Context: an optimization exercise on an open-source flow, tuned for small area, a short achievable clock period and few clock cycles per item. The choices shown serve that exercise and are no tape-out recipe. Only simulation tests tie the RTL to the original design; equivalence was not proved. No activity file was given, so power comes from the tool's default toggle rates.

**flow/config.mk**
```make
export PLATFORM = sky130hd
export DESIGN_NAME = CHIP
export DESIGN_NICKNAME = CHIP
export VERILOG_FILES = /design/flow/design.v
export SDC_FILE = /design/flow/constraint.sdc
export NUM_CORES = 4
export LEC_CHECK = 0
export CAP_MARGIN = 20
export CORE_MARGIN = 2
export CORE_UTILIZATION = 40
export SLEW_MARGIN = 20
```
**flow/design.v**
```verilog
`timescale 1ns/1ps
module CHIP(CLK, RESET, ENABLE, DATA_IN, DATA_OUT, READY);
input           CLK;         
input           RESET;       
input           ENABLE;      
input   [7:0]   DATA_IN;     
output  [7:0]   DATA_OUT;    
output          READY;       
reg change;
reg jump;
reg READY;
reg [2:0] state, next_state;
reg [5:0] data_count;
reg [7:0] DATA_OUT;
reg [7:0] A[0:7];
reg [7:0] B[0:7];
reg store_sign;
reg [10:0] store_exp;
reg [51:0] store_frac;
reg [105:0] calc_frac;
reg [10:0] calc_exp;
reg [52:0] frac_A;
reg [52:0] frac_B;
reg round_up;
reg [105:0] shift;
wire [63:0] result;
parameter data=3'd0, count=3'd1, show=3'd2;
integer i;
assign result = {store_sign, store_exp, store_frac};
always @(posedge CLK or posedge RESET) begin
    if(RESET) state<=data;
    else state<=next_state;
end
always @(*) begin
    case(state)
        data: next_state = (data_count==6'd0 && change==1'b1) ? count : data;
        count: next_state = (jump==1'b1) ? show : ((data_count==6'd56) ? show : count);
        show: next_state = (data_count==6'd8) ? data : show;
        default: next_state = data;
    endcase
end
always @(posedge CLK or posedge RESET) begin
    if(RESET) data_count<=6'd7;
    else if(state==data) begin
        if(data_count==6'd0 && change==1'b1) data_count<=6'd0;
        else if(data_count==6'd0) data_count<=6'd7;
        else if(ENABLE==1'b1) data_count<=data_count-6'd1;
    end
    else if(state==count) begin
        if(data_count<=6'd1 && jump==1'b1) data_count<=6'd0;
        else if(data_count==6'd56) data_count<=6'd0;
        else data_count<=data_count+6'd1;
    end
    else if(state==show) begin
        if(data_count==6'd8) data_count<=6'd7;
        else data_count<=data_count+6'd1;
    end
end
always @(posedge CLK or posedge RESET) begin
    if(RESET) change<=1'b0;
    else if(state==data) begin
        if(change==1'b1) begin
            if(data_count==6'd0) change<=1'b0;
        end
        else if(data_count==6'd0) change<=1'b1;
    end
end
always @(posedge CLK or posedge RESET) begin
    if(RESET) begin
        for(i=0; i<8; i=i+1) A[i]<=8'd0;
    end
    else if(state==data) begin
        if(change==1'b0 && ENABLE==1'b1) A[data_count]<=DATA_IN;
    end
end
always @(posedge CLK or posedge RESET) begin
    if(RESET) begin
        for(i=0; i<8; i=i+1) B[i]<=8'd0;
    end
    else if(state==data) begin
        if(change==1'b1 && ENABLE==1'b1) B[data_count]<=DATA_IN;
    end
end
always @(posedge CLK or posedge RESET) begin
    if(RESET) store_sign<=1'b0;
    else if(state==count) begin
        if({(A[0][6:0]), A[1][7:4]}==11'b11111111111) begin
            if(({(A[1][3:0]), A[2], A[3], A[4], A[5], A[6], A[7]})==52'd0) store_sign<=A[0][7];
            else if({B[0][6:0], B[1][7:4]}==11'b11111111111 && {(B[1][3:0]), B[2], B[3], B[4], B[5], B[6], B[7]}!=52'd0) store_sign<=B[0][7];
            else if({A[1][3:0], A[2], A[3], A[4], A[5], A[6], A[7]}==52'd0 && {B[1][3:0], B[2], B[3], B[4], B[5], B[6], B[7]}==52'd0) begin
                if({A[0][6:0], A[1][7:4]}==11'b11111111111 && {B[0][6:0], B[1][7:4]}==11'b11111111111)begin
                    store_sign<=(A[0][7])^(B[0][7]);
                end
                else store_sign<=1'b1;            
            end
            else store_sign<=(A[0][7])^(B[0][7]);
        end
        else if({B[0][6:0], B[1][7:4]}==11'b11111111111) begin
            if({A[0][6:0], A[1][7:4]}==11'b11111111111 && {(A[1][3:0]), A[2], A[3], A[4], A[5], A[6], A[7]}!=52'd0) store_sign<=A[0][7];
            else if({B[0][6:0], B[1][7:4]}==11'b11111111111 && {(B[1][3:0]), B[2], B[3], B[4], B[5], B[6], B[7]}!=52'd0) store_sign<=B[0][7];
            else if({(A[1][3:0]), A[2], A[3], A[4], A[5], A[6], A[7]}==52'd0 && {B[1][3:0], B[2], B[3], B[4], B[5], B[6], B[7]}==52'd0) begin
                if({A[0][6:0], A[1][7:4]}==11'b11111111111 && {B[0][6:0], B[1][7:4]}==11'b11111111111) begin
                    store_sign<=(A[0][7])^(B[0][7]);
                end
                else store_sign<=1'b1;
            end
            else store_sign<=(A[0][7])^(B[0][7]);
        end
        else if(data_count==6'd0) store_sign<=(A[0][7])^(B[0][7]);
    end
end
always @(posedge CLK or posedge RESET) begin
    if(RESET) store_exp<=11'd0;
    else if(state==count) begin
        if(({A[0][6:0], A[1][7:4]}==11'b11111111111) || ({B[0][6:0], B[1][7:4]}==11'b11111111111)) store_exp<=11'b11111111111;
        else if(({A[0][6:0], A[1][7:4]}==11'd0 && ({A[1][3:0], A[2], A[3], A[4], A[5], A[6], A[7]})==52'd0) || ({B[0][6:0], B[1][7:4]}==11'd0 && {B[1][3:0], B[2], B[3], B[4], B[5], B[6], B[7]}==52'd0)) store_exp<=11'b00000000000;
        else if(data_count==6'd55) store_exp<=calc_exp;
    end
end
always @(posedge CLK or posedge RESET) begin
    if(RESET) store_frac<=52'd0;
    else if(state==count) begin
        if({A[0][6:0], A[1][7:4]}==11'b11111111111 || {B[0][6:0], B[1][7:4]}==11'b11111111111) begin
            if({A[0][6:0], A[1][7:4]}==11'b11111111111 && {A[1][3:0], A[2], A[3], A[4], A[5], A[6], A[7]}==52'd0) begin
                store_frac[51]<=1'b1;
                store_frac[50:0]<={A[1][2:0], A[2], A[3], A[4], A[5], A[6], A[7]};
            end
            else if({B[0][6:0], B[1][7:4]}==11'b11111111111 && {B[1][3:0], B[2], B[3], B[4], B[5], B[6], B[7]}==52'd0) begin
                store_frac[51]<=1'b1;
                store_frac[50:0]<={B[1][2:0], B[2], B[3], B[4], B[5], B[6], B[7]};
            end
            else if({A[1][3:0], A[2], A[3], A[4], A[5], A[6], A[7]}==52'd0 && {B[1][3:0], B[2], B[3], B[4], B[5], B[6], B[7]}==52'd0) begin
                if({A[0][6:0], A[1][7:4]}==11'b11111111111 && {B[0][6:0], B[1][7:4]}==11'b11111111111) begin
                    store_frac[51]<=1'b0;
                    store_frac[50:0]<=51'b0;
                end
                else begin
                    store_frac[51]<=1'b1;
                    store_frac[50:0]<=51'b0;
                end
            end
            else store_frac<=52'd0;
        end
        else if(({A[0][6:0], A[1][7:4]}==11'd0 && {A[1][3:0], A[2], A[3], A[4], A[5], A[6], A[7]}==52'd0) || ({B[0][6:0], B[1][7:4]}==11'd0 && {B[1][3:0], B[2], B[3], B[4], B[5], B[6], B[7]}==52'd0)) store_frac<=52'd0;
        else if(data_count==6'd55) store_frac<=shift[104:53] + round_up;
    end
end
always @(posedge CLK or posedge RESET) begin
    if(RESET) frac_A<=53'd0;
    else if(state==data) begin
        if(data_count==6'd0) begin
            frac_A<={1'b1, {A[1][3:0], A[2], A[3], A[4], A[5], A[6], A[7]}};
        end
    end
end
always @(posedge CLK or posedge RESET) begin
    if(RESET) frac_B<=53'd0;
    else if(state==data) begin
        if(data_count==6'd0) begin
            frac_B<={1'b1, {B[1][3:0], B[2], B[3], B[4], B[5], B[6], B[7]}};
        end
    end
end
always @(posedge CLK or posedge RESET) begin
    if(RESET) calc_frac<=106'd0;
    else if(state==count) begin
        if(data_count<6'd53) begin
            if(data_count==6'd0) begin
                if(frac_B[0]==1'b0) begin
                    if(frac_B[1]==1'b1) calc_frac[53:0]<={frac_A, 1'b0};
                end
                else if(frac_B[0]==1'b1)begin
                    if(frac_B[1]==1'b0) calc_frac[52:0]<=frac_A;
                    else calc_frac<=(frac_A)+({frac_A, 1'b0});
                end    
            end
            else if(data_count>6'd1) begin
                if(frac_B[data_count]==1'b1) calc_frac<=calc_frac+(frac_A<<(data_count));
            end
        end
    end
    else if(state==show) begin
        calc_frac<=106'd0;
    end
end
always @(posedge CLK or posedge RESET) begin
    if(RESET) calc_exp<=11'd0;
    else if(state==count) begin
        if(data_count==6'd53) calc_exp<={A[0][6:0], A[1][7:4]}+{B[0][6:0], B[1][7:4]}+calc_frac[105];
        else if(data_count==6'd54) calc_exp<=calc_exp-11'b01111111111;
    end
end
always @(posedge CLK or posedge RESET) begin
    if(RESET) READY<=1'b0;
    else if(state==show) begin
        if(data_count==4'd8) READY<=1'b0;
        else READY<=1'b1;
    end
end
always @(posedge CLK or posedge RESET) begin
    if(RESET) DATA_OUT<=8'd0;
    else if(state==show) begin
        case(data_count)
            4'd0: DATA_OUT<=result[7:0];
            4'd1: DATA_OUT<=result[15:8];
            4'd2: DATA_OUT<=result[23:16];
            4'd3: DATA_OUT<=result[31:24];
            4'd4: DATA_OUT<=result[39:32];
            4'd5: DATA_OUT<=result[47:40];
            4'd6: DATA_OUT<=result[55:48];
            4'd7: DATA_OUT<=result[63:56];
        endcase
    end
end
always @(posedge CLK or posedge RESET) begin
    if(RESET) jump<=1'b0;
    else if(state==count) begin
        if({A[0][6:0], A[1][7:4]}==11'b11111111111 || {B[0][6:0], B[1][7:4]}==11'b11111111111) jump<=1'b1;
        else if(({A[0][6:0], A[1][7:4]}==11'd0 && {A[1][3:0], A[2], A[3], A[4], A[5], A[6], A[7]}==52'd0) || ({B[0][6:0], B[1][7:4]}==11'd0 && {B[1][3:0], B[2], B[3], B[4], B[5], B[6], B[7]}==52'd0)) jump<=1'b1;
    end
    else if(state==show) begin
        jump<=1'b0;
    end
end
always @(posedge CLK or posedge RESET) begin
    if(RESET) shift<=106'd0;
    else if(state==count) begin
        if(data_count==6'd53) begin
            shift<=(calc_frac[105]==1'b1) ? calc_frac : (calc_frac<<1);
        end
    end
end
always @(posedge CLK or posedge RESET) begin
    if(RESET) round_up<=1'b0;
    else if(state==count) begin
        if(data_count==6'd54) round_up<=shift[52] & (shift[51] | (|shift[50:0]) | shift[104:53]);
    end
end
endmodule
```
**flow/constraint.sdc**
```tcl
create_clock -name core_clock -period 8.0 [get_ports {CLK}]
set_input_delay 1.6000 -clock core_clock [delete_from_list [all_inputs] [get_ports {CLK}]]
set_output_delay 1.6000 -clock core_clock [all_outputs]
set_load 0.01 [all_outputs]
```
**flow/run.sh**
```bash
#!/bin/bash
# synth_recipe.tcl (not shown) runs the flow's synth.tcl, then flattens the netlist and writes it again
# the make line also repeats each setting of config.mk as NAME=value (left out here)
make -C /OpenROAD-flow-scripts/flow DESIGN_CONFIG=/design/flow/config.mk WORK_HOME=/design/flow/orfs CLKGATE_MAP_FILE= SYNTH_SCRIPT=/design/flow/synth_recipe.tcl finish
```
==> summary.txt <==
Die Y=315 µm; Area contributors post-synth=dfrtp_1 35%, mux2_2 7.0%, ha_1 5.9%, nand2_1 5.8%, o21ai_0 5.1%; Die W=315 µm; Setup CP Type=register to register; static leakage=18.1 nW; clock buffer depth=3; initial core utilization=0.402; hold_sp=shift[0]$_DFFE_PP0P_; crit end category=register; number of hold buffers added after cts=0; drt drc=0; Syn. warnings=3; Worst VDD drop=0.243 mV; drt wl/cell=24.8 µm; final slew viol count=0; RSZ-0062 raised after global routing=false; TritonCTS clock tree=yes; Hold WS=0.467 ns; Max FO, Critical Path=84; R2R Path End=calc_frac[93]$_DFFE_PP0P_; DR vias/cell=6.15; placed cell area=0.0399 mm²; first-pass GRT wire length=208000 µm; met2 routed WL=60400 µm; Sink Count=539; Worst-Margin Slew=1.05 ns; utilization after layout=0.438; Hold Path Depth=2; GP Congestion=1.04; CTS Buf Count=67; final setup violation count=0; Setup Fix Bufs, Post-CTS=0; HP Class=register to register; Yosys reg bits=539; Syn Nets=4581; I/O pins=20; clk_skew=0.0307 ns; FF-to-FF path depth=19; Reg clk slew, reported paths=0.07 ns; drt first pass iters=8; achievable frequency=136 MHz; Root Driver=clkbuf_16; Seq/Total Area, Yosys=0.348; Final Total Pwr=18.1 mW; part of the cycle the worst path needs=0.918; synthesized cell area=0.0388 mm²; input/output buffers=19; GRT Overall Usage=0.274; Worst slew margin=0.298; power density cells=428 mW/mm²; Final min period=7.34 ns; core area=0.0964 mm²; Critical Path AT=7.89 ns; nets=4436; design area=0.0422 mm²; Top Metal Used=met5; insertion delay to the later sink of the worst-skew pair=0.65 ns; Post-synth top flop=dfrtp_1; Post-CTS Resized=0; Rows=114; initial antenna violation count=2; most frequent cells in the layout=600 x nand2_1, 530 x dfrtp_1, 395 x o21ai_0; synth-to-layout area growth=8.94%; initial DRC count=3762; library cells used by synthesis=89; Cells after Synth=4382; met3 routed WL=9890 µm; Setup crit start kind=register; largest area contributor in the netlist=dfrtp_1; final wirelength=138000 µm; H-tree levels=3; GRT overflow=0; proportion of layout cells with a drive suffix above 1=0.118; Max-cap violations=0; EDFF count, synth=0; Worst Path Required=8.55 ns; vias in the first global route=32.7k; status=timing/DRC/antenna clean; HPWL Detailed=103000 µm; async set-reset flop share out of synthesis=1.00; most common cell after layout, fill and taps aside=nand2_1; M1 WL=61900 µm; pin count of the biggest net entering global routing=149; Vias=34.2k; Yosys top cell area share=0.346; antenna viol nets, final=0; Mean Syn Cell Area=8.85 µm²; final-report hold violation count=0; FF-to-FF setup slack=0.66 ns; Worst Hold End=shift[0]$_DFFE_PP0P_; die area=0.0994 mm²; reg2reg start=data_count[1]$_DFFE_PP1P_
per-stage QoR:
stage                     worst slack (ns)  setup TNS (ns)  std cells
after floorplan                     -0.928         -497.16       4382
after global placement               0.574               0       5443
after detailed placement             0.998               0       5444
after CTS                            0.939               0       5564
after global routing                 0.478               0       5564
final                                0.658               0       5565
critical path, cell delays in order, from the launching register on:
cell and delay [ns]:
dfstp_4 1.25, mux2i_1 0.44, a21oi_1 0.27, mux2i_1 0.47
nand2_1 0.11, o21ai_0 0.33, nor2_1 0.10, nor2_1 0.49
mux2i_1 0.18, ha_1 0.55, nand2_1 0.15, nor3_1 0.39
and3_1 0.33, o211ai_1 0.19, a2111oi_1 0.91, nor3_1 0.18
o21ai_0 0.41, a21oi_1 0.14, xor2_1 0.15, o21ai_0 0.14
logic make-up (layout without fill, tap and decap cells):
kind of cell,count (synthesis),in the layout,share of synthesized area
AO/OA/AOI/OAI,1271,1271,0.204
XOR/XNOR,203,203,0.0459
adder cells (fa/ha/maj),188,188,0.0615
buffers and inverters,358,264,0.0361
flip-flops,539,539,0.348
multiplexers,483,483,0.151
other,0,1,0
AND/OR/NAND/NOR,1340,1340,0.154
how the worst max path moves through the flow:
stage | start | to | slack (ns) | depth (start not counted)
after floorplan | RESET | A[0][0]$_DFFE_PP0P_ | -0.93 | 1
after global placement | data_count[1]$_DFFE_PP1P_ | calc_frac[93]$_DFFE_PP0P_ | 0.57 | 20
after detailed placement | data_count[1]$_DFFE_PP1P_ | calc_frac[93]$_DFFE_PP0P_ | 1.0 | 19
after CTS | data_count[1]$_DFFE_PP1P_ | calc_frac[93]$_DFFE_PP0P_ | 0.94 | 19
after global routing | data_count[1]$_DFFE_PP1P_ | calc_frac[93]$_DFFE_PP0P_ | 0.48 | 19
final | data_count[1]$_DFFE_PP1P_ | calc_frac[93]$_DFFE_PP0P_ | 0.66 | 19
area by class of cell:
cell class	count	area [µm²]
Fill cell	9572	54200
Multi-Input combinational cell	3485	23900
Sequential cell	539	13500
Clock buffer	89	1880
Tap cell	1276	1600
Timing Repair Buffer	63	543
Clock inverter	31	449
Inverter	81	308
Antenna cell	1	2.50
layer usage:
metal  GRT usage  vias up
met5           0        -
met4       0.107        4
met3      0.0462      290
met2       0.416     1367
met1       0.388    16800
li1            -    15800
cell usage after synthesis, drive strengths merged (21+ instances only):
master,count
xor2,106
inv,79
nand4,79
nor4,49
o21ai,416
a21o,96
a211oi,44
o21bai,42
nor2b,23
o211ai,21
nor3,53
mux4,58
a31oi,35
o31ai,58
and2,28
mux2,240
nand2,602
a21oi,326
clkbuf,213
dfrtp,536
buf,64
nand3,79
xnor2,97
and3,45
ha,184
mux2i,185
o22ai,34
nor2,321
report_power, final:
group / switching (mW) / leakage [nW] / total [mW] / internal [mW]
Sequential: 1.32 / 7.21 / 4.81 / 3.48
Clock: 1.32 / 1.13 / 3.23 / 1.91
Combinational: 6.34 / 9.76 / 10.0 / 3.68
Total: 8.99 / 18.1 / 18.1 / 9.08
registers in the layout (all words and copies together), names as in the netlist:
| signal | cells |
|---|---|
| store_exp | 11 |
| store_frac | 52 |
| frac_B | 53 |
| B | 64 |
| round_up | 1 |
| DATA_OUT | 8 |
| data_count | 6 |
| jump | 1 |
| shift | 105 |
| calc_frac | 106 |
| calc_exp | 11 |
| store_sign | 1 |
| change | 1 |
| frac_A | 52 |
| A | 64 |
| READY | 1 |
| state | 2 |
Testbench counts, summed over its fixed seeds: cycles 31,488, items 384.

==> re-timing with driven ports <==
Ports are ideal in the flow. The routed layout listed here was re-timed in OpenROAD.
Step 1, drivers: a clkbuf_16 drives CLK and a buf_2 each remaining input, both assumed.
Step 2, shift: input delay + t, output delay - t, t = (earliest + latest rising clock arrival at the registers) / 2. This alone moves slack from input paths to output paths.
a / b / c = ideal / step 1 / step 2; a / b = the first two.
t, ns: 0.710
setup slack, ns: 0.658 / 0.658 / 0.658
worst setup path after step 2: register to register
pins driven straight from the clock port: 1
After both steps this run still meets setup and hold. For this run, drivers alone change the setup slack by 0.000 ns; drivers and shift together by 0.000 ns.
